This design comes from an exercise in tuning for small area on the open sky130 flow, not from production work. Only simulation tests tie the RTL to the original design; equivalence was not proved. Power and IR drop assume default switching activity.

// DS18B20
module DS18B20(
  input             clk,                 
  input             rst_n,               
  input             one_wire_in,         
  output            one_wire_oe,         
  output     [15:0] temperature,         
  output reg [7:0]  LED,
  output            DIO,
  output            SCLK,
  output            RCLK
);
For scale: roughly 430 cells after synthesis, roughly 110 flip-flops, ~4700 um2 of cells after synthesis.
clock: 20.0 ns
lec_check: 0
cap_margin: 0
core_margin: 2
core_utilization: 40
slew_margin: 0
standard.sh (not shown) runs the stock make flow with config.mk's settings and CLKGATE_MAP_FILE= SYNTH_SCRIPT=/design/flow/synth_recipe.tcl, a recipe that flattens the netlist after the stock synthesis.
==> flow/flow/run.sh <==
#!/bin/bash
# Layout flow: the standard layout (standard.sh) with two changes.
# 1. Synthesis skips ORFS's adder extraction (extract_fa, which also turns
#    the XOR/AND pairs of decoders into half-adder cells that ABC cannot
#    optimise) and ABC maps with the area-oriented script flow/area.abc
#    (deep AIG resynthesis, then area-only mapping) instead of the speed
#    script. The registers are the same as in the standard synthesis.
# 2. Ports are buffered with buf_1 cells (buffer_ports -buffer_cell).
# 3. Clock tree synthesis uses clkbuf_8 buffers and inserts no dummy loads
#    (CTS's skew-balancing load cells); its other options are ORFS's.
# Logs: flow_synth.log (script generation), standard_flow.log (make), and
# ORFS's per-step logs under orfs/logs/.
set -euo pipefail
W=$(cd "$(dirname "${BASH_SOURCE[0]}")/.." && pwd)
cd "$W"
mkdir -p "$W/flow_synth"
python3 - "$W" > "$W/flow_synth.log" 2>&1 <<'P'
import os, sys
w = sys.argv[1]
src = open(os.path.join(os.environ["FLOW_HOME"], "scripts", "synth.tcl")).read()
old = '[dont_use_adder_kinds] ne "none"\n}'
assert src.count(old) == 1, "adder step not found"
src = src.replace(old, '[dont_use_adder_kinds] ne "none" && 0\n}')
pre = "source $::env(SCRIPTS_DIR)/synth_preamble.tcl"
assert src.count(pre) == 1, "preamble not found"
src = src.replace(pre, pre + "\nlset abc_args 1 %s/flow/area.abc" % w)
open(os.path.join(w, "flow_synth", "synth.tcl"), "w").write(src)
b = open(os.path.join(w, "synth_recipe.tcl")).read()
line = "source $::env(SCRIPTS_DIR)/synth.tcl"
assert b.count(line) == 1, "synth_recipe.tcl changed"
b = b.replace(line, "source %s/flow_synth/synth.tcl" % w)
open(os.path.join(w, "flow_synth", "synth_recipe.tcl"), "w").write(b)
print("synthesis scripts written")
P
bash standard.sh SYNTH_SCRIPT="$W/flow_synth/synth_recipe.tcl" \
  BUFFER_PORTS_ARGS="-buffer_cell sky130_fd_sc_hd__buf_1" \
  CTS_ARGS="-sink_clustering_enable -repair_clock_nets -buf_list sky130_fd_sc_hd__clkbuf_8 -dont_use_dummy_load" \
  finish > "$W/standard_flow.log" 2>&1
==> flow/flow/area.abc <==
&get -n
&st
&deepsyn -J 300 -T 3000
&nf -a -R 1000
&put
The baseline ran to the end with no violations.
Edit:
--- a/flow/flow/run.sh
+++ b/flow/flow/run.sh
@@ -2 +2 @@
-# Layout flow: the standard layout (standard.sh) with two changes.
+# Layout flow: the standard layout (standard.sh) with three changes.
@@ -5,3 +5,5 @@
-#    optimise) and ABC maps with the area-oriented script flow/area.abc
-#    (deep AIG resynthesis, then area-only mapping) instead of the speed
-#    script. The registers are the same as in the standard synthesis.
+#    optimise). ABC maps with area-oriented scripts instead of the speed
+#    script: deep AIG resynthesis (&deepsyn) then area-only mapping (&nf -a).
+#    It is run from the same netlist with the four scripts flow/area_N.abc
+#    (deepsyn seeds 0..3) and the mapping with the smallest cell area is
+#    kept. The registers are the same as in the standard synthesis.
@@ -12 +14,2 @@
-# ORFS's per-step logs under orfs/logs/.
+# ORFS's per-step logs under orfs/logs/ (1_2_yosys.log lists each ABC run's
+# area).
@@ -24,3 +27,23 @@
-pre = "source $::env(SCRIPTS_DIR)/synth_preamble.tcl"
-assert src.count(pre) == 1, "preamble not found"
-src = src.replace(pre, pre + "\nlset abc_args 1 %s/flow/area.abc" % w)
+abc = "  log_cmd abc {*}$abc_args\n"
+assert src.count(abc) == 1, "abc call not found"
+multi = """  design -save my_pre_abc
+  set my_best 1e30
+  foreach my_s {0 1 2 3} {
+    design -load my_pre_abc
+    set my_args $abc_args
+    lset my_args 1 %s/flow/area_$my_s.abc
+    log_cmd abc {*}$my_args
+    set my_out [tee -q -s result.string stat {*}$lib_args]
+    if { ![regexp {Chip area for module [^:]*: ([0-9.]+)} $my_out -> my_a] } {
+      error "no area from stat"
+    }
+    puts "ABC run $my_s: area $my_a"
+    if { $my_a < $my_best } {
+      set my_best $my_a
+      design -save my_best
+    }
+  }
+  design -load my_best
+  puts "kept ABC mapping with area $my_best"
+""" % w
+src = src.replace(abc, multi)
==> flow/flow/area_0.abc (new file) <==
&get -n
&st
&deepsyn -J 300 -T 3000 -S 0
&nf -a -R 1000
&put
==> flow/flow/area_1.abc (new file) <==
&get -n
&st
&deepsyn -J 300 -T 3000 -S 1
&nf -a -R 1000
&put
==> flow/flow/area_2.abc (new file) <==
&get -n
&st
&deepsyn -J 300 -T 3000 -S 2
&nf -a -R 1000
&put
==> flow/flow/area_3.abc (new file) <==
&get -n
&st
&deepsyn -J 300 -T 3000 -S 3
&nf -a -R 1000
&put
removed: flow/flow/area.abc
Outcome: The changed run finished clean. Final area falls by 1.8%. Maximum frequency rises by 7.6%. Final cell count is unchanged.
Edit:
--- a/flow/flow/run.sh
+++ b/flow/flow/run.sh
@@ -2 +2 @@
-# Layout flow: the standard layout (standard.sh) with three changes.
+# Layout flow: the standard layout (standard.sh) with two changes.
@@ -5,5 +5,3 @@
-#    optimise). ABC maps with area-oriented scripts instead of the speed
-#    script: deep AIG resynthesis (&deepsyn) then area-only mapping (&nf -a).
-#    It is run from the same netlist with the four scripts flow/area_N.abc
-#    (deepsyn seeds 0..3) and the mapping with the smallest cell area is
-#    kept. The registers are the same as in the standard synthesis.
+#    optimise) and ABC maps with the area-oriented script flow/area.abc
+#    (deep AIG resynthesis, then area-only mapping) instead of the speed
+#    script. The registers are the same as in the standard synthesis.
@@ -14,2 +12 @@
-# ORFS's per-step logs under orfs/logs/ (1_2_yosys.log lists each ABC run's
-# area).
+# ORFS's per-step logs under orfs/logs/.
@@ -27,23 +24,3 @@
-abc = "  log_cmd abc {*}$abc_args\n"
-assert src.count(abc) == 1, "abc call not found"
-multi = """  design -save my_pre_abc
-  set my_best 1e30
-  foreach my_s {0 1 2 3} {
-    design -load my_pre_abc
-    set my_args $abc_args
-    lset my_args 1 %s/flow/area_$my_s.abc
-    log_cmd abc {*}$my_args
-    set my_out [tee -q -s result.string stat {*}$lib_args]
-    if { ![regexp {Chip area for module [^:]*: ([0-9.]+)} $my_out -> my_a] } {
-      error "no area from stat"
-    }
-    puts "ABC run $my_s: area $my_a"
-    if { $my_a < $my_best } {
-      set my_best $my_a
-      design -save my_best
-    }
-  }
-  design -load my_best
-  puts "kept ABC mapping with area $my_best"
-""" % w
-src = src.replace(abc, multi)
+pre = "source $::env(SCRIPTS_DIR)/synth_preamble.tcl"
+assert src.count(pre) == 1, "preamble not found"
+src = src.replace(pre, pre + "\nlset abc_args 1 %s/flow/area.abc" % w)
==> flow/flow/area.abc (new file) <==
&get -n
&st
&deepsyn -J 300 -T 400
&nf -a -R 1000
&put
CAP_MARGIN = 20   (was 0)
SLEW_MARGIN = 20   (was 0)
removed: flow/flow/area_0.abc
removed: flow/flow/area_1.abc
removed: flow/flow/area_2.abc
removed: flow/flow/area_3.abc
Effect: Power rises by 0.96%. Worst setup slack got worse by 0.49 ns. First-iteration DRC count rises by about 12%. Clock skew falls by 0.0067 ns. Sequential share of layout area falls by 1.0 points. Cell count is unchanged.
Edit:
CAP_MARGIN = 0   (was 20)
SLEW_MARGIN = 0   (was 20)
Effect: Worst setup slack is unchanged; core utilization does not change; sequential power barely changes; design area stays the same; total power stays the same; die area is unchanged; hold slack stays the same; sequential share of layout area stays the same; combinational power hardly moves.

[afterwards: timing with drivers on the ports]
The flow's constraints put no driver on any port. The routed layouts listed below were extracted and timed again, unchanged, in two steps. Step 1 (the two cells are an assumption about what drives the block):
set clk [get_ports {clk}]
set_driving_cell -lib_cell sky130_fd_sc_hd__clkbuf_16 $clk
set_driving_cell -lib_cell sky130_fd_sc_hd__buf_2 [delete_from_list [all_inputs] $clk]
Step 2 also shifts input and output timing later by t, the mid clock arrival at the registers, as if the neighbouring blocks saw the same clock. Slacks: no drivers / after step 1 / after step 2; pairs: no drivers / after step 1.
| run | shift t [ns] | setup WS [ns] | worst data-port slew with drivers (ns) |
|---|---|---|---|
| the first run | 0.386 | 13.081 / 13.046 / 13.432 | 0.03 |
| the second run | 0.381 | 13.569 / 13.536 / 13.622 | 0.03 |
| the third run | 0.386 | 13.081 / 13.046 / 13.432 | 0.03 |
| the fourth run | 0.386 | 13.081 / 13.046 / 13.432 | 0.03 |
After both steps setup and hold are still met in every run listed.
